Source: an optimization exercise on an open RTL-to-GDS flow (aim: small area, a short achievable clock period and few clock cycles per item). Production flows keep margins and buffers that such runs may drop.
Only simulation tests tie the RTL to the original design; equivalence was not proved.

**flow/flow/run.sh**
```bash
#!/bin/bash
# The standard layout (the standard.sh, whose synthesis is unchanged), with
# two changes to how the layout is made:
#  - repair_timing aims for a setup margin of 6 ns instead of 5 ns;
#  - the buffer put on every input and output port is buf_1.
# The make output goes to flow_make.log in this folder.
set -euo pipefail
bash standard.sh SETUP_SLACK_MARGIN=6 "BUFFER_PORTS_ARGS=-buffer_cell sky130_fd_sc_hd__buf_1" finish > flow_make.log 2>&1
```
**flow/standard.sh**
```bash
#!/bin/bash
# synth_recipe.tcl (not shown) runs the flow's synth.tcl, then flattens the netlist and writes it again
# the make line also repeats each setting of config.mk as NAME=value (left out here)
make -C /OpenROAD-flow-scripts/flow DESIGN_CONFIG=/design/flow/config.mk WORK_HOME=/design/flow/orfs CLKGATE_MAP_FILE= SYNTH_SCRIPT=/design/flow/synth_recipe.tcl "${@:-finish}"
```
**flow/config.mk**
```make
export PLATFORM = sky130hd
export DESIGN_NAME = SHA256
export DESIGN_NICKNAME = SHA256
export VERILOG_FILES = /design/flow/design.v
export SDC_FILE = /design/flow/constraint.sdc
export NUM_CORES = 4
export LEC_CHECK = 0
export CAP_MARGIN = 20
export CORE_MARGIN = 2
export CORE_UTILIZATION = 40
export SETUP_SLACK_MARGIN = 5
export SLEW_MARGIN = 20
```
**flow/constraint.sdc**
```tcl
create_clock -name core_clock -period 10.0 [get_ports {clk}]
set_input_delay 2.0000 -clock core_clock [delete_from_list [all_inputs] [get_ports {clk}]]
set_output_delay 2.0000 -clock core_clock [all_outputs]
set_load 0.01 [all_outputs]
```
**flow/design.v**
```verilog
`timescale 1ns / 1ps
module SHA256(
clk,
rst_n,
valid_in,
valid_out,
message,
Hash_result);
input clk, rst_n, valid_in;
input [439:0] message;
output reg valid_out;
output [255:0] Hash_result;
localparam [31:0] H0 = 32'h6a09e667, H1 = 32'hbb67ae85, H2 = 32'h3c6ef372, H3 = 32'ha54ff53a,
                  H4 = 32'h510e527f, H5 = 32'h9b05688c, H6 = 32'h1f83d9ab, H7 = 32'h5be0cd19;
function automatic [31:0] kconst(input [5:0] i);
  kconst =
    ({32{i == 6'd0}} & 32'h428a2f98) |
    ({32{i == 6'd1}} & 32'h71374491) |
    ({32{i == 6'd2}} & 32'hb5c0fbcf) |
    ({32{i == 6'd3}} & 32'he9b5dba5) |
    ({32{i == 6'd4}} & 32'h3956c25b) |
    ({32{i == 6'd5}} & 32'h59f111f1) |
    ({32{i == 6'd6}} & 32'h923f82a4) |
    ({32{i == 6'd7}} & 32'hab1c5ed5) |
    ({32{i == 6'd8}} & 32'hd807aa98) |
    ({32{i == 6'd9}} & 32'h12835b01) |
    ({32{i == 6'd10}} & 32'h243185be) |
    ({32{i == 6'd11}} & 32'h550c7dc3) |
    ({32{i == 6'd12}} & 32'h72be5d74) |
    ({32{i == 6'd13}} & 32'h80deb1fe) |
    ({32{i == 6'd14}} & 32'h9bdc06a7) |
    ({32{i == 6'd15}} & 32'hc19bf174) |
    ({32{i == 6'd16}} & 32'he49b69c1) |
    ({32{i == 6'd17}} & 32'hefbe4786) |
    ({32{i == 6'd18}} & 32'h0fc19dc6) |
    ({32{i == 6'd19}} & 32'h240ca1cc) |
    ({32{i == 6'd20}} & 32'h2de92c6f) |
    ({32{i == 6'd21}} & 32'h4a7484aa) |
    ({32{i == 6'd22}} & 32'h5cb0a9dc) |
    ({32{i == 6'd23}} & 32'h76f988da) |
    ({32{i == 6'd24}} & 32'h983e5152) |
    ({32{i == 6'd25}} & 32'ha831c66d) |
    ({32{i == 6'd26}} & 32'hb00327c8) |
    ({32{i == 6'd27}} & 32'hbf597fc7) |
    ({32{i == 6'd28}} & 32'hc6e00bf3) |
    ({32{i == 6'd29}} & 32'hd5a79147) |
    ({32{i == 6'd30}} & 32'h06ca6351) |
    ({32{i == 6'd31}} & 32'h14292967) |
    ({32{i == 6'd32}} & 32'h27b70a85) |
    ({32{i == 6'd33}} & 32'h2e1b2138) |
    ({32{i == 6'd34}} & 32'h4d2c6dfc) |
    ({32{i == 6'd35}} & 32'h53380d13) |
    ({32{i == 6'd36}} & 32'h650a7354) |
    ({32{i == 6'd37}} & 32'h766a0abb) |
    ({32{i == 6'd38}} & 32'h81c2c92e) |
    ({32{i == 6'd39}} & 32'h92722c85) |
    ({32{i == 6'd40}} & 32'ha2bfe8a1) |
    ({32{i == 6'd41}} & 32'ha81a664b) |
    ({32{i == 6'd42}} & 32'hc24b8b70) |
    ({32{i == 6'd43}} & 32'hc76c51a3) |
    ({32{i == 6'd44}} & 32'hd192e819) |
    ({32{i == 6'd45}} & 32'hd6990624) |
    ({32{i == 6'd46}} & 32'hf40e3585) |
    ({32{i == 6'd47}} & 32'h106aa070) |
    ({32{i == 6'd48}} & 32'h19a4c116) |
    ({32{i == 6'd49}} & 32'h1e376c08) |
    ({32{i == 6'd50}} & 32'h2748774c) |
    ({32{i == 6'd51}} & 32'h34b0bcb5) |
    ({32{i == 6'd52}} & 32'h391c0cb3) |
    ({32{i == 6'd53}} & 32'h4ed8aa4a) |
    ({32{i == 6'd54}} & 32'h5b9cca4f) |
    ({32{i == 6'd55}} & 32'h682e6ff3) |
    ({32{i == 6'd56}} & 32'h748f82ee) |
    ({32{i == 6'd57}} & 32'h78a5636f) |
    ({32{i == 6'd58}} & 32'h84c87814) |
    ({32{i == 6'd59}} & 32'h8cc70208) |
    ({32{i == 6'd60}} & 32'h90befffa) |
    ({32{i == 6'd61}} & 32'ha4506ceb) |
    ({32{i == 6'd62}} & 32'hbef9a3f7) |
    ({32{i == 6'd63}} & 32'h307b5f59);
endfunction
reg        busy;
reg  [5:0] idx;
wire       start = valid_in & ~busy;
wire       last  = (idx == 6'd0);    
wire       pre   = (idx == 6'd63);   
always @(posedge clk or negedge rst_n) begin
  if (!rst_n) begin
    busy      <= 1'b0;
    valid_out <= 1'b0;
  end else begin
    valid_out <= busy & last;
    if (start)     busy <= 1'b1;
    else if (last) busy <= 1'b0;
  end
end
always @(posedge clk) begin
  if (start) idx <= 6'd1;
  else       idx <= idx + 6'd1;
end
function automatic [31:0] add32(input [31:0] x, input [31:0] y);
  reg [31:0] g, p, gn, pn;
  integer l, j;
  begin
    g = x & y; p = x ^ y;
    for (l = 1; l < 32; l = l * 2) begin
      for (j = 0; j < 32; j = j + 1) begin
        if (j >= l) begin
          gn[j] = g[j] | (p[j] & g[j-l]);
          pn[j] = p[j] & p[j-l];
        end else begin
          gn[j] = g[j]; pn[j] = p[j];
        end
      end
      g = gn; p = pn;
    end
    add32 = (x ^ y) ^ {g[30:0], 1'b0};
  end
endfunction
function automatic [31:0] adds32(input [31:0] x, input [31:0] y);
  reg [31:0] g, p, gn, pn;
  integer l, j, m;
  begin
    g = x & y; p = x ^ y;
    for (l = 1; l < 32; l = l * 2) begin
      for (j = 0; j < 32; j = j + 1) begin
        m = (j / l) * l - 1;              
        if ((j / l) % 2 == 1) begin
          gn[j] = g[j] | (p[j] & g[m]);
          pn[j] = p[j] & p[m];
        end else begin
          gn[j] = g[j]; pn[j] = p[j];
        end
      end
      g = gn; p = pn;
    end
    adds32 = (x ^ y) ^ {g[30:0], 1'b0};
  end
endfunction
function automatic [63:0] csa(input [31:0] x, input [31:0] y, input [31:0] z);
  csa = {((x & y) | (x & z) | (y & z)) << 1, x ^ y ^ z};
endfunction
reg  [31:0] w [0:15];
wire [511:0] blk = {message, 8'h80, 64'd440};
wire [31:0] ss0 = {w[1][6:0], w[1][31:7]} ^ {w[1][17:0], w[1][31:18]} ^ (w[1] >> 3);
wire [31:0] ss1 = {w[14][16:0], w[14][31:17]} ^ {w[14][18:0], w[14][31:19]} ^ (w[14] >> 10);
wire [63:0] w1 = csa(w[0], w[9], ss0);
wire [63:0] w2 = csa(w1[31:0], w1[63:32], ss1);
wire [31:0] wnew = adds32(w2[31:0], w2[63:32]);
integer i;
always @(posedge clk) begin
  if (start) begin
    for (i = 0; i < 16; i = i + 1) w[i] <= blk[511 - 32*i -: 32];
  end else begin
    for (i = 0; i < 15; i = i + 1) w[i] <= w[i+1];
    w[15] <= wnew;
  end
end
reg [31:0] a, b, c, d, e, f, g, h;
reg [31:0] ps, pc;
wire [31:0] S0  = {a[1:0], a[31:2]} ^ {a[12:0], a[31:13]} ^ {a[21:0], a[31:22]};
wire [31:0] S1  = {e[5:0], e[31:6]} ^ {e[10:0], e[31:11]} ^ {e[24:0], e[31:25]};
wire [31:0] maj = (a & b) ^ (a & c) ^ (b & c);
wire [31:0] ch  = (e & f) ^ (~e & g);
localparam [31:0] K0 = 32'h428a2f98;
wire [63:0] pn  = start ? csa(H7, K0, blk[511:480]) : csa(g, kconst(idx), w[1]);
wire [63:0] a1 = csa(ps, pc, maj);
wire [63:0] t1 = csa(S1, ch, S0);
wire [63:0] a2 = csa(a1[31:0], a1[63:32], t1[31:0]);
wire [63:0] a3 = csa(a2[31:0], a2[63:32], t1[63:32]);
wire [63:0] e1 = csa(ps, pc, d);
wire [63:0] e2 = csa(e1[31:0], e1[63:32], S1);
wire [63:0] e3 = csa(e2[31:0], e2[63:32], ch);
wire [31:0] anew = add32(a3[31:0], a3[63:32]);
wire [31:0] enew = add32(e3[31:0], e3[63:32]);
wire [31:0] ah1 = adds32(a, H1), bh2 = adds32(b, H2);
wire [31:0] cd  = adds32(c, last ? H3 : H4 - H0);
wire [31:0] eh5 = adds32(e, H5), fh6 = adds32(f, H6), gh7 = adds32(g, H7);
always @(posedge clk) begin
  {pc, ps} <= pn;
  if (start) begin
    a <= H0; b <= H1; c <= H2; d <= H3; e <= H4; f <= H5; g <= H6; h <= H7;
  end else begin
    a <= anew; e <= enew;
    if (last) begin
      b <= ah1; c <= bh2; d <= cd;
      f <= eh5; g <= fh6; h <= gh7;
    end else begin
      b <= a; c <= b; d <= (pre ? cd : c);
      f <= e; g <= f; h <= g;
    end
  end
end
assign Hash_result = {a, b, c, d, e, f, g, h};
endmodule
```
==> results of run 1 <==
layer usage:
layer | global-route usage | part of all wire | vias to the layer above
met5 | 0 | 0.00097 | -
met3 | 0.0668 | 0.082 | 367
met2 | 0.528 | 0.46 | 1768
li1 | - | - | 19100
met1 | 0.421 | 0.41 | 19900
met4 | 0.119 | 0.043 | 28
cells in the mapped netlist (7+ instances only):
| cell type | n | area, um2 |
|---|---|---|
| a211o_1 | 7 | 61.3 |
| a211oi_1 | 25 | 188 |
| a21boi_0 | 22 | 165 |
| a21o_1 | 45 | 338 |
| a21oi_1 | 224 | 1120 |
| a22oi_1 | 7 | 52.6 |
| a31oi_1 | 26 | 163 |
| and2_1 | 63 | 394 |
| and3_1 | 30 | 188 |
| and4_1 | 7 | 61.3 |
| buf_1 | 28 | 105 |
| clkbuf_1 | 272 | 1020 |
| dfxtp_1 | 837 | 16800 |
| fa_1 | 311 | 6230 |
| ha_1 | 136 | 1700 |
| inv_1 | 610 | 2290 |
| maj3_1 | 30 | 300 |
| mux2i_1 | 23 | 230 |
| nand2_1 | 1539 | 5780 |
| nand2b_1 | 30 | 188 |
| nand3_1 | 77 | 385 |
| nand4_1 | 21 | 131 |
| nor2_1 | 274 | 1030 |
| nor2b_1 | 24 | 150 |
| nor3_1 | 42 | 210 |
| nor4_1 | 26 | 163 |
| o2111ai_1 | 11 | 96.3 |
| o211ai_1 | 26 | 195 |
| o21a_1 | 16 | 120 |
| o21ai_0 | 265 | 1330 |
| o21bai_1 | 13 | 97.6 |
| o22ai_1 | 7 | 43.8 |
| o31ai_1 | 15 | 113 |
| or2_2 | 7 | 43.8 |
| or3_1 | 43 | 269 |
| xnor2_1 | 316 | 2770 |
| xor2_1 | 128 | 1120 |
kinds of logic (layout without fill, tap and decap cells):
group	count (synthesis)	count (layout)
other	0	13
XOR/XNOR	444	444
flip-flops	839	839
adder cells (fa/ha/maj)	477	477
AO/OA/AOI/OAI	773	773
AND/OR/NAND/NOR	2211	2211
multiplexers	23	23
buffers and inverters	921	1618
flip-flops by register name, summed over array words and instances (netlist names), 6 cells and up:
name	cells
b	32
h	32
a	32
c	32
f	32
e	32
ps	32
idx	6
w	512
g	32
d	32
pc	31
worst min path at each step:
stage | cells past startpoint | end
after detailed placement | 2 | w[5][16]
after global routing | 1 | w[14][27]
after CTS | 2 | w[12][31]
after global placement | 2 | w[11][11]
final | 2 | w[12][31]
after floorplan | 2 | w[10][0]
per-stage QoR:
step | cells | worst slack [ns]
6_report | 7922 | 5.11
5_1_grt | 7914 | 4.98
4_1_cts | 7877 | 5.17
3_5_place_dp | 7654 | 4.16
3_3_place_gp | 7654 | 4.16
2_1_floorplan | 5688 | 5.32
worst max-delay path: stages, from the launching register on:
cell and delay (ns):
dfxtp_4 0.38, xnor2_4 0.15, xnor2_4 0.23, inv_2 0.06, fa_1 0.47, inv_1 0.05, fa_1 0.49, inv_2 0.04
fa_1 0.48, inv_2 0.08, ha_4 0.13, inv_2 0.03, fa_2 0.34, nor2b_2 0.14, o21a_1 0.14, o211ai_1 0.15
a31oi_2 0.26, o211ai_1 0.13, buf_4 0.19, a2111oi_4 0.37, o31a_1 0.22, o21a_1 0.15, nor3_2 0.04
repair_timing:
item / in CTS / in global routing
hold buffers: 0 / 0
endpoints found under the setup margin: 151 / 143
setup buffers: 51 / 31
gates cloned: 1 / 1
gates resized for setup: 339 / 166
pin swaps: 82 / 70
cell type report:
type | count | area, um2 | share of cell area
clock buffer | 123 | 2610 | 0.0461
clock inverter | 48 | 674 | 0.0119
timing repair buffer | 831 | 3810 | 0.0674
antenna | 13 | 32.5 | 0.000575
tap | 1524 | 1910 | 0.0337
multi-input combinational | 3928 | 28200 | 0.498
sequential | 839 | 17100 | 0.302
inverter | 616 | 2330 | 0.0412
==> results.toml, run 1 <==
[logic_synthesis]
syn_area_um2 = 46500
syn-instance-count = 5688
yosysSeqAreaShare = 0.361
syn_area_per_cell_um2 = 8.18
yosys.area_share.xor_xnor = 0.0836
synthArstFlopShare = 0.00238
synth_compound_area_frac = 0.101
muxShareOfSynthArea = 0.00495
synth_top_family_by_area = "simple AND/OR/NAND/NOR gates"
ys_ff_latch = 839
synth_simple_gate_area_frac = 0.198
synth_edf_count = 0
synthesis.nets = 6578
synth_ff_type = "dfxtp_1"
synth-warning-count = 2
synth_fa_ha_area_frac = 0.177
ys_types = 77

[timing]
setup_viol_count_final = 0
holdWs_ns = 0.392
slew-limit-headroom = 0.229
finalMaxSlewViolations = 0
rsz0062_at_grt = "yes"
finalHoldViolCount = 0
clock_skew_ns = 0.0449
worst_slew_pin_slew_ns = 1.16
max_freq_mhz = 204
fin_crit_ns = 4.89
finalCritPeriodShare = 0.489
tns_ns = 0

[die]
die_area_um2 = 119000
rows = 125
die_width_um = 345
core_um2 = 116000
start_util = 0.402
die_h_um = 345
ioPinCount = 700

[drt]
viasPerCell = 5.20
ant_nets = 1
routedWlPerCell_um = 25.0
routed_wl_mm = 198
vias = 41200
firstDrtPassIters = 6
route.detailed.drc = 0
drt_iter0_markers = 3899

[flow_run]
cap_viol_max_count = 0

[global_route]
grt_pass1_wl_mm = 281
grt_max_degree = 235
grt_usage = 0.323
overflow = 0
grt_pass1_vias = 39800
antenna_found_initial = 29

[final_layout]
fillCellCount = 11500
final_cell_mix = "nand2_1 (1529), dfxtp_1 (718), buf_1 (699)"
final_layout_size_suffix_gt1_frac = 0.111
area_growth_pct = 21.7
layout_commonest_cell = "nand2_1"
utilization = 0.489
postLayoutCellArea_um2 = 56600
nets = 7199

[cts]
path_clk_slew_ns = 0.06
numCtsBuffers = 93
cts_buffer_depth = 3
cts_tree = "built"
clock_sinks = 839
cts_root_buffer = "clkbuf_16"
clkLatencyLatePin_ns = 0.72
htreeDepth = 3

[worst_setup_path]
worstPathArrival_ns = 5.41
cp.required_ns = 10.52
critPathLaunch = "e[27]"
end_kind = "flip-flop"
path_class = "reg2reg"
reg2regPathDepth = 22
rrSetupSlack_ns = 5.11
worstReg2RegEnd = "a[28]"
crit_end = "a[28]"
crit_fanout = 3
r2r-start = "e[27]"
worst_setup_path_start_kind = "flip-flop"

[status]
status = "finished with violations"
check.faults = "antenna rules"

[placed_design]
placed_cell_area_um2 = 50500
numPortBuffers = 699
hpwl_mm = 155
gp_congestion = 0.974

[hold_path]
min_from = "w[13][31]"
hold_path_class = "reg2reg"
Testbench counts, summed over its fixed seeds: cycles 16,648, hashes 256.
==> run 2: changes to the inputs <==
==> flow/flow/run.sh (replaced) <==
#!/bin/bash
# The standard layout (the standard.sh, whose synthesis is unchanged), with
# two changes to how the layout is made:
#  - repair_timing aims for a setup margin of 5.5 ns instead of 5 ns;
#  - the buffer put on every input and output port is buf_1.
# The make output goes to flow_make.log in this folder.
set -euo pipefail
bash standard.sh SETUP_SLACK_MARGIN=5.5 "BUFFER_PORTS_ARGS=-buffer_cell sky130_fd_sc_hd__buf_1" finish > flow_make.log 2>&1
==> results.toml, run 2 <==
[timing]
finalMaxSlewViolations = 0
clock_skew_ns = 0.0292
tns_ns = 0
worst_slew_pin_slew_ns = 1.25
max_freq_mhz = 204
setup_viol_count_final = 0
rsz0062_at_grt = "yes"
fin_crit_ns = 4.91
slew-limit-headroom = 0.160
finalHoldViolCount = 0
finalCritPeriodShare = 0.491

[placed_design]
gp_congestion = 1.03
hpwl_mm = 153
numPortBuffers = 699

[die]
ioPinCount = 700
die_area_um2 = 119000
core_um2 = 116000
die_h_um = 345
start_util = 0.402
rows = 125
die_width_um = 345

[drt]
route.detailed.drc = 0
routedWlPerCell_um = 24.7
viasPerCell = 5.21
ant_nets = 0
routed_wl_mm = 194
firstDrtPassIters = 6
vias = 41100
drt_iter0_markers = 3504

[logic_synthesis]
synth_top_area_frac = 0.360
synthArstFlopShare = 0.00238
syn_area_per_cell_um2 = 8.18
yosysSeqAreaShare = 0.361
syn-instance-count = 5688
synth_edf_count = 0
post_synth_main_area_contributors = "dfxtp_1 (36%), fa_1 (13%), nand2_1 (12%)"
yosysMostFrequentCell = "nand2_1"
ys_ff_latch = 839
ys_types = 77
synth_ff_type = "dfxtp_1"
synthesis.nets = 6578
synth_top_area_cell = "dfxtp_1"
synth-warning-count = 2
syn_area_um2 = 46500
synth_common_cells = "nand2_1 (1539), dfxtp_1 (837), inv_1 (610)"

[final_layout]
fillCellCount = 11500
final_layout_size_suffix_gt1_frac = 0.0845
layout_commonest_cell = "nand2_1"
regMostFlops = "w"
largest_reg_flops = 512
area_growth_pct = 19.2
nets = 7168
final_cell_mix = "nand2_1 (1536), dfxtp_1 (746), buf_1 (699)"
utilization = 0.479

[global_route]
grt_usage = 0.317
overflow = 0
grt_pass1_vias = 39800
grt_max_degree = 216
antenna_found_initial = 16
grt_pass1_wl_mm = 276

[flow_run]
cap_viol_max_count = 0

[cts]
path_clk_slew_ns = 0.06
cts_tree = "built"
htreeDepth = 3
ctsHoldBuffers = 0
cts_buffer_depth = 3
cts_root_buffer = "clkbuf_16"
numCtsBuffers = 95
clkLatencyLatePin_ns = 0.71
clock_sinks = 839

[worst_setup_path]
path_class = "reg2reg"
crit_fanout = 3
worstPathArrival_ns = 5.46
end_kind = "flip-flop"
worst_setup_path_start_kind = "flip-flop"
cp.required_ns = 10.55

[status]
status = "no timing/DRC/antenna violations"

[hold_path]
hold_path_class = "reg2reg"
-- run 2: path summary, 6_finish.rpt --
check                         from   endpoint  slack, ns  depth (start not counted)
setup / recovery             a[24]      a[28]       5.09                         21
hold / removal             w[2][4]    w[1][4]       0.42                          2
setup reg to reg             a[24]      a[28]       5.09                         21
hold reg to reg            w[2][4]    w[1][4]       0.42                          2
max in group asynchronous    rst_n       busy       8.82                          1
min in group asynchronous    rst_n  valid_out       1.06                          1
-- run 2: layout make-up --
cell class / count / area [um2] / share of cell area
clock inverter: 39 / 440 / 0.00794
inverter: 616 / 2330 / 0.0420
sequential: 839 / 17000 / 0.306
multi-input combinational: 3928 / 27600 / 0.497
tap: 1524 / 1910 / 0.0344
timing repair buffer: 798 / 3500 / 0.0631
clock buffer: 136 / 2730 / 0.0493
antenna: 5 / 12.5 / 0.000226
-- run 2: per-stage QoR --
step | setup slack, ns | hold WS, ns | instance area [um2] | std cells
floorplan | 5.30 | 0.399 | 46600 | 5688
global placement | 4.08 | 0.402 | 50500 | 7659
detailed placement | 4.08 | 0.403 | 50500 | 7659
CTS | 5.20 | 0.406 | 54700 | 7857
global route | 4.95 | 0.423 | 55500 | 7884
finish | 5.09 | 0.416 | 55500 | 7885
-- run 2: worst max-delay path: stages (launching register included) --
cell and delay [ns]:
dfxtp_4 0.40, xor2_4 0.25, xnor2_2 0.14, fa_1 0.54, inv_1 0.05, fa_1 0.47
inv_1 0.05, fa_1 0.42, inv_1 0.06, ha_2 0.17, inv_2 0.04, fa_2 0.36
nor2b_2 0.13, o21a_1 0.13, o211ai_1 0.14, a31oi_2 0.28, o211ai_1 0.13, buf_4 0.18
a2111oi_4 0.40, o31a_1 0.23, o21a_1 0.14, nor3_2 0.04
-- run 2: cell families after synthesis --
family,share of synthesized area
xor gates and xnor gates,0.0836
and+or+nand+nor,0.198
adders and majority gates,0.177
DFF,0.361
muxes,0.00495
buffers and inverters,0.0747
AOI/OAI and AO/OA,0.101
-- run 2: per-layer routing --
layer  GRT usage  up-vias  share of wire
li1            -    19100              -
met1       0.404    19800           0.41
met2       0.526     1793           0.47
met3      0.0591      367          0.076
met4       0.132       14          0.047
met5           0        -        0.00047
-- run 2: what timing repair did --
| item | in CTS | in global routing |
|---|---|---|
| resized for setup | 199 | 127 |
| cloned | 1 | 0 |
| pin swaps | 43 | 44 |
| buffers inserted | 22 | 23 |
| endpoints found under the setup margin | 80 | 51 |
==> run 3: changes to the inputs <==
--- a/flow/config.mk
+++ b/flow/config.mk
@@ -8,5 +8,7 @@
 export CAP_MARGIN = 20
 export CORE_MARGIN = 2
 export CORE_UTILIZATION = 40
+export CTS_CLUSTER_DIAMETER = 80
+export CTS_CLUSTER_SIZE = 20
 export SETUP_SLACK_MARGIN = 5
 export SLEW_MARGIN = 20
==> results.toml, run 3 <==
[final_layout]
postLayoutCellArea_um2 = 53900
area_growth_pct = 15.9
final_layout_size_suffix_gt1_frac = 0.0731
regMostFlops = "w"
nets = 7136
stdcell_count = 7799
final_cell_mix = "nand2_1 (1536), dfxtp_1 (750), buf_1 (699)"
layout_commonest_cell = "nand2_1"
largest_reg_flops = 512

[status]
status = "no timing/DRC/antenna violations"

[drt]
drt_iter0_markers = 3405
firstDrtPassIters = 6
viasPerCell = 5.21
route.detailed.drc = 0
vias = 40600
routed_wl_mm = 193
ant_nets = 0
routedWlPerCell_um = 24.8

[logic_synthesis]
post_synth_main_area_contributors = "dfxtp_1 (36%), fa_1 (13%), nand2_1 (12%)"
syn_area_per_cell_um2 = 8.18
synth_edf_count = 0
ys_ff_latch = 839
synth-warning-count = 2
syn_area_um2 = 46500
synth_top_area_frac = 0.360
yosysMostFrequentCell = "nand2_1"
synth_top_area_cell = "dfxtp_1"
synthesis.nets = 6578
ys_types = 77
syn-instance-count = 5688
yosysSeqAreaShare = 0.361
synth_common_cells = "nand2_1 (1539), dfxtp_1 (837), inv_1 (610)"
synthArstFlopShare = 0.00238
synth_ff_type = "dfxtp_1"

[global_route]
overflow = 0
antenna_found_initial = 19
grt_usage = 0.314
grt_pass1_wl_mm = 274
grt_pass1_vias = 39300
grt_max_degree = 216

[die]
die_width_um = 345
start_util = 0.402
rows = 125
ioPinCount = 700
die_area_um2 = 119000
core_um2 = 116000
die_h_um = 345

[timing]
fin_crit_ns = 4.95
setup_viol_count_final = 0
worst_slew_pin_slew_ns = 1.44
tns_ns = 0
holdWs_ns = 0.377
clock_skew_ns = 0.0744
max_freq_mhz = 202
slew-limit-headroom = 0.0431
finalCritPeriodShare = 0.495
rsz0062_at_grt = "yes"
finalMaxSlewViolations = 0
finalHoldViolCount = 0

[worst_setup_path]
worstPathArrival_ns = 5.57
reg2regPathDepth = 21
r2r-start = "a[24]"
worstReg2RegEnd = "a[30]"
rrSetupSlack_ns = 5.05
cpPeakStageDelay_ns = 0.54
cp_top_family = "adder cells"
end_kind = "flip-flop"
path_class = "reg2reg"
worst_setup_path_start_kind = "flip-flop"
cp.buffers_inverters = 5
cp_cell_sequence = "xor2_4 -> xnor2_2 -> fa_1 -> inv_1 -> fa_1 -> inv_1 -> fa_1 -> inv_1 -> ha_2 -> inv_2 -> fa_2 -> nor2b_2 -> o21a_1 -> o211ai_1 -> a31oi_2 -> o211ai_1 -> buf_4 -> a2111oi_4 -> o31ai_1 -> and3b_1 -> o21ai_1"
cp.required_ns = 10.62
crit_fanout = 3
cp_num_cells = 21
cp_slowest_cell = "fa_1"

[hold_path]
min_to = "w[10][17]"
min_from = "w[11][17]"
hold_path_class = "reg2reg"
hold_path_depth = 2

[cts]
clkLatencyLatePin_ns = 0.73
htreeDepth = 2
cts_root_buffer = "clkbuf_16"
numCtsBuffers = 55
cts_buffer_depth = 3
ctsHoldBuffers = 0
clock_sinks = 839
cts_tree = "built"
path_clk_slew_ns = 0.08

[placed_design]
gp_congestion = 1.03
placed_cell_area_um2 = 50500
dp_cells = 7659
hpwl_mm = 153
numPortBuffers = 699

[flow_run]
cap_viol_max_count = 0
==> run 3: cell counts after synthesis <==
Identical to the previous run, type by type.
==> run 3: logic make-up after synthesis <==
group,synth area share
adders and majority gates,0.177
AOI/OAI and AO/OA,0.101
xor gates and xnor gates,0.0836
and+or+nand+nor,0.198
DFF,0.361
buffers and inverters,0.0747
muxes,0.00495
==> run 3: per-layer routing <==
metal / track usage / share of wire / wire length [um]
met1: 0.402 / 0.41 / 79100
met2: 0.525 / 0.47 / 90500
met3: 0.0562 / 0.072 / 13900
met5: 0 / 0.00059 / 113
met4: 0.125 / 0.049 / 9520
==> run 3: worst min-delay path, cell delays in order (launching register included) <==
cell and delay (ns):
dfxtp_1 0.30, nand2_1 0.05, nand2_1 0.04
==> run 3: worst max path at each step <==
stage	end	slack, ns	from
after floorplan	a[30]	5.30	e[27]
after global placement	a[30]	4.08	a[24]
after detailed placement	a[30]	4.08	a[24]
after CTS	a[28]	5.18	a[24]
after global routing	a[30]	4.88	a[24]
final	a[30]	5.05	a[24]
==> run 3: metrics by stage <==
stage / setup WS (ns) / utilization
6_report: 5.05 / 0.466
5_1_grt: 4.88 / 0.466
4_1_cts: 5.18 / 0.460
3_5_place_dp: 4.08 / 0.436
3_3_place_gp: 4.08 / 0.436
2_1_floorplan: 5.30 / -
==> run 3: cell type report <==
type / count / area (um2)
Clock inverter: 22 / 312
Sequential cell: 839 / 17000
Antenna cell: 6 / 15.0
Inverter: 616 / 2330
Timing Repair Buffer: 806 / 3560
Clock buffer: 58 / 1410
Tap cell: 1524 / 1910
Multi-Input combinational cell: 3928 / 27400
Fill cell: 11700 / 61800
==> run 3: timing repair <==
action	4_1_cts	5_1_grt
setup buffers	25	28
setup endpoints to repair	77	52
cloned	1	0
gates resized for setup	192	115
pin swaps	37	36
==> run 4: changes to the inputs <==
--- a/flow/design.v
+++ b/flow/design.v
@@ -164,13 +164,12 @@
 wire [31:0] ch  = (e & f) ^ (~e & g);
 localparam [31:0] K0 = 32'h428a2f98;
 wire [63:0] pn  = start ? csa(H7, K0, blk[511:480]) : csa(g, kconst(idx), w[1]);
-wire [63:0] a1 = csa(ps, pc, maj);
-wire [63:0] t1 = csa(S1, ch, S0);
-wire [63:0] a2 = csa(a1[31:0], a1[63:32], t1[31:0]);
+wire [63:0] x1 = csa(ps, pc, ch);
+wire [63:0] t1 = csa(S1, S0, maj);
+wire [63:0] a2 = csa(x1[31:0], x1[63:32], t1[31:0]);
 wire [63:0] a3 = csa(a2[31:0], a2[63:32], t1[63:32]);
-wire [63:0] e1 = csa(ps, pc, d);
-wire [63:0] e2 = csa(e1[31:0], e1[63:32], S1);
-wire [63:0] e3 = csa(e2[31:0], e2[63:32], ch);
+wire [63:0] e2 = csa(x1[31:0], x1[63:32], d);
+wire [63:0] e3 = csa(e2[31:0], e2[63:32], S1);
 wire [31:0] anew = add32(a3[31:0], a3[63:32]);
 wire [31:0] enew = add32(e3[31:0], e3[63:32]);
 wire [31:0] ah1 = adds32(a, H1), bh2 = adds32(b, H2);
==> flow/flow/run.sh (replaced) <==
#!/bin/bash
# The standard layout (the standard.sh, whose synthesis is unchanged), with
# two changes to how the layout is made:
#  - repair_timing aims for a setup margin of 6 ns instead of 5 ns;
#  - the buffer put on every input and output port is buf_1.
# The make output goes to flow_make.log in this folder.
set -euo pipefail
bash standard.sh SETUP_SLACK_MARGIN=6 "BUFFER_PORTS_ARGS=-buffer_cell sky130_fd_sc_hd__buf_1" finish > flow_make.log 2>&1
--- a/flow/config.mk
+++ b/flow/config.mk
@@ -5,6 +5,7 @@
 export SDC_FILE = /design/flow/constraint.sdc
 export NUM_CORES = 4
 export LEC_CHECK = 0
+export ABC_AREA = 1
 export CAP_MARGIN = 20
 export CORE_MARGIN = 2
 export CORE_UTILIZATION = 40
==> results.toml, run 4 <==
[status]
status = "no timing/DRC/antenna violations"

[worst_setup_path]
worstReg2RegEnd = "a[22]"
cp.buffers_inverters = 3
cp_cell_sequence = "buf_4 -> nand2_1 -> o21ai_2 -> fa_2 -> inv_1 -> fa_1 -> fa_1 -> inv_1 -> ha_4 -> a21oi_2 -> o21a_1 -> nor2_1 -> nor2_2 -> nand3_2 -> o21ai_0 -> a21oi_1"
crit_end = "a[22]"
cp_slowest_cell = "fa_2"
reg2regPathDepth = 16
crit_fanout = 5
critPathLaunch = "e[15]"
rrSetupSlack_ns = 5.94
worstPathArrival_ns = 4.66
path_class = "reg2reg"
cp_num_cells = 16
end_kind = "flip-flop"
r2r-start = "e[15]"
cp_top_family = "adder cells"
worst_setup_path_start_kind = "flip-flop"
cp.required_ns = 10.59
cpPeakStageDelay_ns = 0.65

[drt]
vias = 46100
route.detailed.drc = 0
viasPerCell = 5.29
drt_iter0_markers = 5534
routed_wl_mm = 215
ant_nets = 0
firstDrtPassIters = 8
routedWlPerCell_um = 24.7

[cts]
cts_root_buffer = "clkbuf_16"
clock_sinks = 839
clkLatencyLatePin_ns = 0.74
htreeDepth = 2
path_clk_slew_ns = 0.09
cts_tree = "built"
numCtsBuffers = 55
cts_buffer_depth = 3

[logic_synthesis]
post_synth_main_area_contributors = "dfxtp_1 (36%), nand2_1 (16%), fa_1 (12%)"
yosysSeqAreaShare = 0.357
syn_area_per_cell_um2 = 7.34
synth_top_area_cell = "dfxtp_1"
syn_area_um2 = 47100
ys_types = 45
synth_ff_type = "dfxtp_1"
synthArstFlopShare = 0.00238
synthesis.nets = 7273
syn-instance-count = 6414
yosysMostFrequentCell = "nand2_1"
synth_edf_count = 0
synth-warning-count = 2
ys_ff_latch = 839
synth_common_cells = "nand2_1 (2042), inv_1 (857), dfxtp_1 (837)"
synth_top_area_frac = 0.356

[die]
core_um2 = 117000
rows = 125
ioPinCount = 700
die_width_um = 347
die_h_um = 347
die_area_um2 = 121000
start_util = 0.404

[timing]
slew-limit-headroom = 0.180
max_freq_mhz = 246
tns_ns = 0
finalMaxSlewViolations = 0
holdWs_ns = 0.412
worst_slew_pin_slew_ns = 1.23
setup_viol_count_final = 0
finalHoldViolCount = 0
rsz0062_at_grt = "yes"
fin_crit_ns = 4.06
finalCritPeriodShare = 0.406
clock_skew_ns = 0.0514

[global_route]
grt_pass1_wl_mm = 299
grt_usage = 0.340
antenna_found_initial = 11
grt_pass1_vias = 43200
overflow = 0
grt_max_degree = 222

[final_layout]
layout_commonest_cell = "nand2_1"
final_layout_size_suffix_gt1_frac = 0.131
nets = 8011
regMostFlops = "w"
seq_area_um2 = 17200
largest_reg_flops = 512
fillCellCount = 11700
area_growth_pct = 22.3
utilization = 0.494
multi_input_area_um2 = 28900
final_cell_mix = "nand2_1 (1984), inv_1 (818), buf_1 (699)"

[placed_design]
numPortBuffers = 699
hpwl_mm = 170
gp_congestion = 1.05

[hold_path]
hold_path_class = "reg2reg"

[flow_run]
cap_viol_max_count = 0
[run 4: worst min-delay path by stage]
stage / from / endpoint / slack [ns] / cells after the start
after global routing: w[15][17] / w[14][17] / 0.42 / 2
after detailed placement: w[15][24] / w[14][24] / 0.40 / 2
after floorplan: w[15][0] / w[14][0] / 0.39 / 2
final: w[15][16] / w[14][16] / 0.41 / 2
after CTS: w[15][24] / w[14][24] / 0.41 / 2
after global placement: w[15][22] / w[14][22] / 0.39 / 2
[run 4: per-layer routing]
metal / share of wire / GRT usage / up-vias
met4: 0.049 / 0.131 / 6
met5: 0.00016 / 0 / -
met2: 0.46 / 0.556 / 2154
met1: 0.41 / 0.453 / 22100
li1: - / - / 21300
met3: 0.080 / 0.0508 / 484
[run 4: cell families after synthesis]
family / count (synthesis) / synth area share
simple gates: 3082 / 0.269
flops: 839 / 0.357
fa+ha+maj: 416 / 0.155
compound gates: 707 / 0.0802
xor+xnor: 262 / 0.0487
buf+inv: 1108 / 0.0902
[run 4: stage by stage]
step	instances	setup WS (ns)	area (um2)
4_1_cts	8578	5.92	54700
6_report	8703	5.94	57600
5_1_grt	8703	5.80	57600
3_3_place_gp	8417	5.02	50900
2_1_floorplan	6414	5.97	47100
3_5_place_dp	8417	4.96	50900
[run 4: cell type report]
cell class,count,share of cell area
Antenna cell,6,0.000261
Tap cell,1524,0.0331
Sequential cell,839,0.298
Clock buffer,58,0.0241
Multi-Input combinational cell,4467,0.502
Timing Repair Buffer,921,0.0806
Inverter,868,0.0572
Clock inverter,20,0.00502
[run 4: timing repair]
action                     4_1_cts  5_1_grt
setup endpoints to repair      202       86
pin swaps                       48      174
cloned                           0        1
buffers inserted                83      118
hold buffers                     0        0
resized for setup              446      420
[run 4: worst min-delay path: cells and delay by family (launching register included)]
kind | cells | cell delay (ns)
buffers and inverters | 1 | 0.04
and+or+nand+nor | 1 | 0.03
DFF | 1 | 0.30
Testbench counts of run 4, summed over its fixed seeds: cycles 16,648, hashes 256.
==> run 5: changes to the inputs <==
--- a/flow/design.v
+++ b/flow/design.v
@@ -137,6 +137,24 @@
     adds32 = (x ^ y) ^ {g[30:0], 1'b0};
   end
 endfunction
+function automatic [31:0] addb32(input [31:0] x, input [31:0] y);
+  reg [31:0] g, p;
+  integer l, j;
+  begin
+    g = x & y; p = x ^ y;
+    for (l = 1; l < 32; l = l * 2)
+      for (j = 2 * l - 1; j < 32; j = j + 2 * l) begin
+        g[j] = g[j] | (p[j] & g[j-l]);
+        p[j] = p[j] & p[j-l];
+      end
+    for (l = 8; l >= 1; l = l / 2)
+      for (j = 3 * l - 1; j < 32; j = j + 2 * l) begin
+        g[j] = g[j] | (p[j] & g[j-l]);
+        p[j] = p[j] & p[j-l];
+      end
+    addb32 = (x ^ y) ^ {g[30:0], 1'b0};
+  end
+endfunction
 function automatic [63:0] csa(input [31:0] x, input [31:0] y, input [31:0] z);
   csa = {((x & y) | (x & z) | (y & z)) << 1, x ^ y ^ z};
 endfunction
@@ -146,7 +164,7 @@
 wire [31:0] ss1 = {w[14][16:0], w[14][31:17]} ^ {w[14][18:0], w[14][31:19]} ^ (w[14] >> 10);
 wire [63:0] w1 = csa(w[0], w[9], ss0);
 wire [63:0] w2 = csa(w1[31:0], w1[63:32], ss1);
-wire [31:0] wnew = adds32(w2[31:0], w2[63:32]);
+wire [31:0] wnew = addb32(w2[31:0], w2[63:32]);
 integer i;
 always @(posedge clk) begin
   if (start) begin
@@ -172,9 +190,9 @@
 wire [63:0] e3 = csa(e2[31:0], e2[63:32], S1);
 wire [31:0] anew = add32(a3[31:0], a3[63:32]);
 wire [31:0] enew = add32(e3[31:0], e3[63:32]);
-wire [31:0] ah1 = adds32(a, H1), bh2 = adds32(b, H2);
-wire [31:0] cd  = adds32(c, last ? H3 : H4 - H0);
-wire [31:0] eh5 = adds32(e, H5), fh6 = adds32(f, H6), gh7 = adds32(g, H7);
+wire [31:0] ah1 = addb32(a, H1), bh2 = addb32(b, H2);
+wire [31:0] cd  = addb32(c, last ? H3 : H4 - H0);
+wire [31:0] eh5 = addb32(e, H5), fh6 = addb32(f, H6), gh7 = addb32(g, H7);
 always @(posedge clk) begin
   {pc, ps} <= pn;
   if (start) begin
==> results.toml, run 5 <==
[worst_setup_path]
cp_cell_sequence = "buf_4 -> nand2_1 -> o21ai_2 -> fa_2 -> fa_1 -> inv_1 -> fa_1 -> inv_1 -> ha_2 -> nand2_1 -> o21ai_0 -> o21bai_2 -> a21oi_2 -> nand3_1 -> nand3_1"
cp_slowest_cell = "fa_2"
worst_setup_path_start_kind = "flip-flop"
crit_fanout = 6
worstPathArrival_ns = 4.58
cp.required_ns = 10.53
cp_top_family = "adder cells"
path_class = "reg2reg"
cpPeakStageDelay_ns = 0.53
cp.buffers_inverters = 3
end_kind = "flip-flop"

[status]
status = "no timing/DRC/antenna violations"

[timing]
setup_viol_count_final = 0
max_freq_mhz = 247
slew-limit-headroom = 0.245
worst_slack_ns = 5.95
clock_skew_ns = 0.0702
tns_ns = 0
worst_slew_pin_slew_ns = 1.12
finalMaxSlewViolations = 0
fin_crit_ns = 4.05
finalCritPeriodShare = 0.405
finalHoldViolCount = 0
rsz0062_at_grt = "yes"

[logic_synthesis]
yosysSeqAreaShare = 0.361
synth_compound_area_frac = 0.0885
synthesis.nets = 7082
synth_top_area_frac = 0.360
synth_fa_ha_area_frac = 0.179
synth_simple_gate_area_frac = 0.234
ys_types = 41
syn-instance-count = 6148
synthArstFlopShare = 0.00238
synth_ff_type = "dfxtp_1"
muxShareOfSynthArea = 0
synth_top_family_by_area = "simple AND/OR/NAND/NOR gates"
yosys.area_share.xor_xnor = 0.0507
synth_edf_count = 0
post_synth_main_area_contributors = "dfxtp_1 (36%), nand2_1 (15%), fa_1 (13%)"
synth_common_cells = "nand2_1 (1829), dfxtp_1 (837), inv_1 (809)"
ys_ff_latch = 839
syn_area_per_cell_um2 = 7.58
synth_top_area_cell = "dfxtp_1"
yosysMostFrequentCell = "nand2_1"
syn_area_um2 = 46600
synth-warning-count = 2

[hold_path]
hold_path_class = "reg2reg"

[cts]
cts_root_buffer = "clkbuf_16"
numCtsBuffers = 54
clkLatencyLatePin_ns = 0.72
ctsHoldBuffers = 0
path_clk_slew_ns = 0.09
clock_sinks = 839
htreeDepth = 2
cts_tree = "built"
cts_buffer_depth = 3

[global_route]
grt_pass1_wl_mm = 292
grt_usage = 0.337
grt_max_degree = 211
antenna_found_initial = 15
grt_pass1_vias = 41700
overflow = 0

[placed_design]
dp_cells = 8152
numPortBuffers = 699
placed_cell_area_um2 = 50400
dp_slack_ns = 5.10
hpwl_mm = 169
gp_congestion = 1.05

[final_layout]
postLayoutCellArea_um2 = 56900
largest_reg_flops = 512
nets = 7789
final_layout_size_suffix_gt1_frac = 0.132
stdcell_count = 8406
utilization = 0.491
area_growth_pct = 22.2
regMostFlops = "w"
final_cell_mix = "nand2_1 (1779), inv_1 (769), buf_1 (699)"
layout_commonest_cell = "nand2_1"

[die]
ioPinCount = 700
start_util = 0.402
die_h_um = 345
rows = 125
die_width_um = 345
die_area_um2 = 119000
core_um2 = 116000

[drt]
viasPerCell = 5.29
firstDrtPassIters = 7
ant_nets = 0
routed_wl_mm = 211
route.detailed.drc = 0
vias = 44400
drt_iter0_markers = 4519
routedWlPerCell_um = 25.1

[flow_run]
cap_viol_max_count = 0
run 5: cell types whose count changed after synthesis, moves of 26 or more:
| cell | before | now |
|---|---|---|
| buf_2 | 48 | 18 |
| clkbuf_1 | 178 | 204 |
| ha_1 | 135 | 196 |
| inv_1 | 857 | 809 |
| nand2_1 | 2042 | 1829 |
| nand3_1 | 295 | 171 |
| nand4_1 | 99 | 62 |
| nor2_1 | 436 | 472 |
| o21ai_0 | 316 | 399 |
run 5: final timing paths:
kind	from	depth (start not counted)	end	slack (ns)
worst max-delay path	e[19]	15	e[28]	5.95
worst min-delay path	w[15][12]	2	w[14][12]	0.41
worst max register to register	e[19]	15	e[28]	5.95
worst min register to register	w[15][12]	2	w[14][12]	0.41
max in group asynchronous	rst_n	1	valid_out	8.77
min in group asynchronous	rst_n	1	busy	1.10
run 5: cells by family after synthesis:
kind of cell,Yosys count
AO/OA/AOI/OAI,774
XOR/XNOR,270
adder cells (fa/ha/maj),491
buffers and inverters,1062
flip-flops,839
AND/OR/NAND/NOR,2712
run 5: per-stage QoR:
| stage | hold WS [ns] |
|---|---|
| global route | 0.412 |
| global placement | 0.395 |
| finish | 0.406 |
| floorplan | 0.394 |
| detailed placement | 0.398 |
| CTS | 0.403 |
run 5: cell type report:
cell class	count	area (um2)
timing repair buffer	891	4360
clock buffer	58	1380
multi-input combinational	4247	28600
sequential	839	17200
antenna	5	12.5
inverter	822	3160
clock inverter	20	340
fill	11600	59000
tap	1524	1910
run 5: worst register-to-register path, cell delays in order, from the launching register on:
cell,delay (ns)
dfxtp_4,0.46
buf_4,0.19
nand2_1,0.07
o21ai_2,0.12
fa_2,0.53
fa_1,0.51
inv_1,0.06
fa_1,0.47
inv_1,0.04
ha_2,0.40
nand2_1,0.12
o21ai_0,0.39
o21bai_2,0.27
a21oi_2,0.12
nand3_1,0.08
nand3_1,0.07
run 5: timing repair:
action,4_1_cts,5_1_grt
setup endpoints to repair,100,241
buffers inserted,67,102
gates cloned,0,2
resized for setup,465,394
pin swaps,46,138
run 5: layer usage:
layer  vias to the layer above  part of all wire  global-route usage
met5                         -           0.00059                   0
met4                        18             0.051               0.153
met3                       467             0.091              0.0796
met2                      2134              0.46               0.548
met1                     21400              0.39               0.424
li1                      20400                 -                   -
Testbench counts of run 5, summed over its fixed seeds: cycles 16,648, hashes 256.
==> run 6: changes to the inputs <==
--- a/flow/config.mk
+++ b/flow/config.mk
@@ -8,7 +8,7 @@
 export ABC_AREA = 1
 export CAP_MARGIN = 20
 export CORE_MARGIN = 2
-export CORE_UTILIZATION = 40
+export CORE_UTILIZATION = 55
 export CTS_CLUSTER_DIAMETER = 80
 export CTS_CLUSTER_SIZE = 20
 export SETUP_SLACK_MARGIN = 5
==> results.toml, run 6 <==
[final_layout]
final_layout_size_suffix_gt1_frac = 0.131
largest_reg_flops = 512
area_growth_pct = 20.3
layout_commonest_cell = "nand2_1"
fillCellCount = 6958
utilization = 0.669
final_cell_mix = "nand2_1 (1781), inv_1 (777), buf_1 (699)"
regMostFlops = "w"
stdcell_count = 8017
nets = 7789
multi_input_area_um2 = 28300
seq_area_um2 = 17200

[timing]
setup_viol_count_final = 0
worst_slew_pin_slew_ns = 1.22
slew-limit-headroom = 0.178
rsz0062_at_grt = "yes"
finalHoldViolCount = 0
max_freq_mhz = 244
fin_crit_ns = 4.09
finalMaxSlewViolations = 0
finalCritPeriodShare = 0.409
clock_skew_ns = 0.0396
tns_ns = 0

[placed_design]
dp_cells = 7760
numPortBuffers = 699
hpwl_mm = 161
gp_congestion = 1.11

[die]
ioPinCount = 700
die_h_um = 295
die_width_um = 295
rows = 106
start_util = 0.556
die_area_um2 = 87100
core_um2 = 83800

[logic_synthesis]
yosysSeqAreaShare = 0.361
synth_top_area_cell = "dfxtp_1"
synth_edf_count = 0
post_synth_main_area_contributors = "dfxtp_1 (36%), nand2_1 (15%), fa_1 (13%)"
ys_types = 41
synth_common_cells = "nand2_1 (1829), dfxtp_1 (837), inv_1 (809)"
synthesis.nets = 7082
yosysMostFrequentCell = "nand2_1"
ys_ff_latch = 839
synth_top_area_frac = 0.360
syn_area_per_cell_um2 = 7.58
synth-warning-count = 2
syn-instance-count = 6148
synthArstFlopShare = 0.00238
syn_area_um2 = 46600
synth_ff_type = "dfxtp_1"

[flow_run]
cap_viol_max_count = 0

[cts]
cts_tree = "built"
clkLatencyLatePin_ns = 0.69
cts_root_buffer = "clkbuf_16"
numCtsBuffers = 54
path_clk_slew_ns = 0.09
htreeDepth = 2
cts_buffer_depth = 3
clock_sinks = 839

[global_route]
grt_max_degree = 227
antenna_found_initial = 15
overflow = 0
grt_pass1_wl_mm = 280
grt_pass1_vias = 42700
grt_usage = 0.445

[worst_setup_path]
crit_fanout = 7
cp_slowest_cell = "fa_2"
path_class = "reg2reg"
worst_setup_path_start_kind = "flip-flop"
worstPathArrival_ns = 4.60
cpPeakStageDelay_ns = 0.62
cp_cell_sequence = "inv_2 -> o21ai_2 -> fa_1 -> fa_1 -> inv_1 -> fa_2 -> inv_1 -> ha_4 -> a21oi_2 -> nand2_2 -> nand2_1 -> o211ai_1 -> nand3_1 -> nand3_1 -> nand2_1 -> nand3_1"
cpMostUsedCell = "nand3_1"
end_kind = "flip-flop"
cp.required_ns = 10.50

[drt]
drt_iter0_markers = 5749
ant_nets = 0
routed_wl_mm = 208
firstDrtPassIters = 9
vias = 46300
route.detailed.drc = 0
routedWlPerCell_um = 26.0
viasPerCell = 5.77

[status]
status = "no timing/DRC/antenna violations"

[hold_path]
hold_path_class = "reg2reg"
[run 6: path summary, 6_finish.rpt]
| kind | startpoint | to | slack, ns | cells past startpoint |
|---|---|---|---|---|
| max reg2reg | g[3] | e[24] | 5.91 | 16 |
| max in group asynchronous | rst_n | busy | 8.78 | 1 |
| max | g[3] | e[24] | 5.91 | 16 |
| min | w[15][0] | w[14][0] | 0.41 | 2 |
| min reg2reg | w[15][0] | w[14][0] | 0.41 | 2 |
| min in group asynchronous | rst_n | valid_out | 1.10 | 1 |
[run 6: cell families (layout without fill, tap and decap cells)]
family,count (synthesis),count (layout),share of synthesized area
and+or+nand+nor,2712,2712,0.234
buffers and inverters,1062,1787,0.0863
DFF,839,839,0.361
AOI/OAI and AO/OA,774,774,0.0885
adders and majority gates,491,491,0.179
xor gates and xnor gates,270,270,0.0507
other,0,10,0
[run 6: critical path, delay by kind of cell (launching register included)]
kind	cells	cell delay [ns]
AO/OA/AOI/OAI	3	0.65
buffers and inverters	3	0.26
flip-flops	1	0.37
AND/OR/NAND/NOR	6	0.71
adder cells (fa/ha/maj)	4	1.87
[run 6: per-stage QoR]
step / worst slack (ns) / hold WS, ns / cell area [um2]
finish: 5.91 / 0.405 / 56100
detailed placement: 4.84 / 0.401 / 49900
CTS: 5.87 / 0.412 / 53200
global placement: 4.87 / 0.395 / 49900
floorplan: 6.00 / 0.394 / 46600
global route: 5.81 / 0.425 / 56100
[run 6: what timing repair did]
item                                    in CTS  in global routing
pin swaps                                   37                129
buffers inserted                            65                104
hold buffers                                 0                  0
endpoints found under the setup margin     170                 88
cloned                                       0                  3
gates resized for setup                    381                469
[run 6: cell type report]
class,count,share of cell area
antenna,10,0.000446
clock buffer,59,0.0250
clock inverter,15,0.00415
inverter,822,0.0558
multi-input combinational,4247,0.505
sequential,839,0.307
tap,1134,0.0253
timing repair buffer,891,0.0769
[run 6: metal layers]
metal  track usage  up-vias  share of wire
met5       0.00831        -        0.00099
met2         0.656     3271           0.42
met1         0.569    21700           0.36
met3         0.142      916           0.13
met4         0.272       18          0.080
li1              -    20400              -
==> run 7: changes to the inputs <==
==> flow/flow/run.sh (replaced) <==
#!/bin/bash
# The standard layout (the standard.sh, whose synthesis is unchanged), with
# two changes to how the layout is made:
#  - repair_timing aims for a setup margin of 6.25 ns instead of 5 ns;
#  - the buffer put on every input and output port is buf_1.
# The make output goes to flow_make.log in this folder.
set -euo pipefail
bash standard.sh SETUP_SLACK_MARGIN=6.25 "BUFFER_PORTS_ARGS=-buffer_cell sky130_fd_sc_hd__buf_1" finish > flow_make.log 2>&1
--- a/flow/config.mk
+++ b/flow/config.mk
@@ -8,7 +8,7 @@
 export ABC_AREA = 1
 export CAP_MARGIN = 20
 export CORE_MARGIN = 2
-export CORE_UTILIZATION = 55
+export CORE_UTILIZATION = 40
 export CTS_CLUSTER_DIAMETER = 80
 export CTS_CLUSTER_SIZE = 20
 export SETUP_SLACK_MARGIN = 5
==> results.toml, run 7 <==
[drt]
vias = 45300
viasPerCell = 5.30
route.detailed.drc = 0
firstDrtPassIters = 8
drt_iter0_markers = 4444
routedWlPerCell_um = 25.8
routed_wl_mm = 221
ant_nets = 0

[worst_setup_path]
worst_setup_path_start_kind = "flip-flop"
cp.required_ns = 10.61
worstPathArrival_ns = 4.60
crit_fanout = 6
path_class = "reg2reg"
end_kind = "flip-flop"

[logic_synthesis]
yosysMostFrequentCell = "nand2_1"
ys_ff_latch = 839
synth_edf_count = 0
syn_area_per_cell_um2 = 7.58
synth_ff_type = "dfxtp_1"
syn_area_um2 = 46600
post_synth_main_area_contributors = "dfxtp_1 (36%), nand2_1 (15%), fa_1 (13%)"
synthesis.nets = 7082
synthArstFlopShare = 0.00238
synth_top_area_frac = 0.360
yosysSeqAreaShare = 0.361
synth_common_cells = "nand2_1 (1829), dfxtp_1 (837), inv_1 (809)"
syn-instance-count = 6148
synth-warning-count = 2
ys_types = 41
synth_top_area_cell = "dfxtp_1"

[cts]
clock_sinks = 839
cts_buffer_depth = 3
clkLatencyLatePin_ns = 0.74
cts_tree = "built"
htreeDepth = 2
path_clk_slew_ns = 0.09
cts_root_buffer = "clkbuf_16"
numCtsBuffers = 56

[timing]
clock_skew_ns = 0.0623
max_freq_mhz = 250
worst_slew_pin_slew_ns = 0.948
finalCritPeriodShare = 0.400
finalMaxSlewViolations = 0
setup_viol_count_final = 0
fin_crit_ns = 4.00
rsz0062_at_grt = "yes"
finalHoldViolCount = 0
slew-limit-headroom = 0.363
tns_ns = 0

[die]
rows = 125
core_um2 = 116000
start_util = 0.402
ioPinCount = 700
die_h_um = 345
die_width_um = 345
die_area_um2 = 119000

[global_route]
grt_pass1_vias = 43200
met1_usage = 0.422
overflow = 0
grt_max_degree = 190
top_usage_layer = "met2"
met3_usage = 0.0765
grt_pass1_wl_mm = 302
antenna_found_initial = 20
grt_usage = 0.351
globalRouteMet2Util = 0.578

[final_layout]
final_cell_mix = "nand2_1 (1722), inv_1 (708), buf_1 (699)"
layout_commonest_cell = "nand2_1"
largest_reg_flops = 512
nets = 7922
regMostFlops = "w"
final_layout_size_suffix_gt1_frac = 0.188
area_growth_pct = 29.2
utilization = 0.520
fillCellCount = 11100

[placed_design]
numPortBuffers = 699
gp_congestion = 1.05
hpwl_mm = 170

[flow_run]
cap_viol_max_count = 0

[hold_path]
hold_path_class = "reg2reg"

[status]
status = "no timing/DRC/antenna violations"
## run 7: what timing repair did
action,in CTS,in global routing
endpoints found under the hold margin,0,0
setup buffers,192,110
cloned,2,3
hold buffers,0,0
pin swaps,180,326
gates resized for setup,800,505
setup endpoints to repair,242,363
## run 7: final timing paths
check | depth (start not counted) | slack, ns | endpoint | start
min in group asynchronous | 1 | 1.05 | busy | rst_n
hold / removal | 2 | 0.41 | w[14][5] | w[15][5]
setup / recovery | 19 | 6.00 | a[24] | e[22]
setup reg to reg | 19 | 6.00 | a[24] | e[22]
max in group asynchronous | 1 | 8.83 | valid_out | rst_n
hold reg to reg | 2 | 0.41 | w[14][5] | w[15][5]
## run 7: cells by family after synthesis
group | synth area share
AO/OA/AOI/OAI | 0.0885
flip-flops | 0.361
AND/OR/NAND/NOR | 0.234
buffers and inverters | 0.0863
XOR/XNOR | 0.0507
adder cells (fa/ha/maj) | 0.179
## run 7: worst max-delay path: stages, from the launching register on
cell and delay, ns:
dfxtp_4 0.41, buf_6 0.13, buf_6 0.12, o21ai_4 0.23
fa_2 0.53, buf_4 0.16, inv_1 0.08, fa_2 0.46
fa_1 0.50, inv_1 0.07, ha_4 0.30, nand2_1 0.09
nor2_2 0.15, inv_1 0.10, nor3_1 0.19, nand3_1 0.11
nand3_1 0.11, nand2_1 0.06, nand2_1 0.06, nor2_1 0.05
## run 7: per-stage QoR
| step | instances | hold WS [ns] | setup WS [ns] | area (um2) |
|---|---|---|---|---|
| final | 8548 | 0.411 | 6.00 | 60200 |
| after global placement | 8147 | 0.394 | 5.11 | 50600 |
| after global routing | 8545 | 0.421 | 5.89 | 60200 |
| after floorplan | 6148 | 0.394 | 6.24 | 47100 |
| after detailed placement | 8147 | 0.399 | 5.13 | 50600 |
| after CTS | 8425 | 0.413 | 6.02 | 57100 |
## run 7: layer usage
layer	vias up	part of all wire
li1	20700	-
met1	21500	0.37
met2	2369	0.47
met3	658	0.090
met4	16	0.070
met5	-	0.00069
## run 7: area by class of cell
| class | count | area (um2) | area share |
|---|---|---|---|
| diodes | 10 | 25.0 | 0.000415 |
| clock buffers | 61 | 1440 | 0.0239 |
| clock inverters | 23 | 362 | 0.00600 |
| inverters | 822 | 3220 | 0.0535 |
| multi-input cells | 4247 | 30300 | 0.504 |
| flip-flops and latches | 839 | 17300 | 0.287 |
| well taps | 1524 | 1910 | 0.0317 |
| repair buffers | 1022 | 5680 | 0.0943 |

## what the ideal ports hide
No port has a modelled driver above. Below, the same layouts with a new extraction and two added sets of constraints. Step 1 (the two cells are an assumption about what drives the block):
set clk [get_ports {clk}]
set_driving_cell -lib_cell sky130_fd_sc_hd__clkbuf_16 $clk
set_driving_cell -lib_cell sky130_fd_sc_hd__buf_2 [delete_from_list [all_inputs] $clk]
Step 2 moves the port delays by t, midway between the first and last clock arrival at a register: inputs arrive t later, outputs are due t later. That takes back most of the time a late clock gives input paths. Three values: ideal, step 1, step 2; two values: the first two.
| run | t, ns | setup WS [ns] | worst hold slack (ns) | worst setup path after step 2 | worst register clock-pin slew, ns |
|---|---|---|---|---|---|
| run 1 | 0.784 | 5.109 / 5.109 / 5.109 | 0.392 / 0.392 / 0.392 | register to register | 0.07 / 0.07 |
| run 2 | 0.778 | 5.092 / 5.092 / 5.092 | 0.416 / 0.416 / 0.416 | register to register | 0.07 / 0.07 |
| run 3 | 0.779 | 5.053 / 5.053 / 5.053 | 0.377 / 0.377 / 0.377 | register to register | 0.10 / 0.10 |
| run 4 | 0.792 | 5.938 / 5.938 / 5.501 | 0.412 / 0.412 / 0.412 | input to register | 0.10 / 0.10 |
| run 5 | 0.775 | 5.949 / 5.949 / 5.368 | 0.406 / 0.406 / 0.406 | input to register | 0.09 / 0.09 |
| run 6 | 0.749 | 5.908 / 5.908 / 5.297 | 0.405 / 0.405 / 0.405 | input to register | 0.09 / 0.09 |
| run 7 | 0.779 | 6.004 / 6.004 / 5.608 | 0.411 / 0.411 / 0.411 | input to register | 0.09 / 0.09 |
For run 6, which loses most, drivers alone change the setup slack by 0.000 ns; drivers and shift together by -0.611 ns.
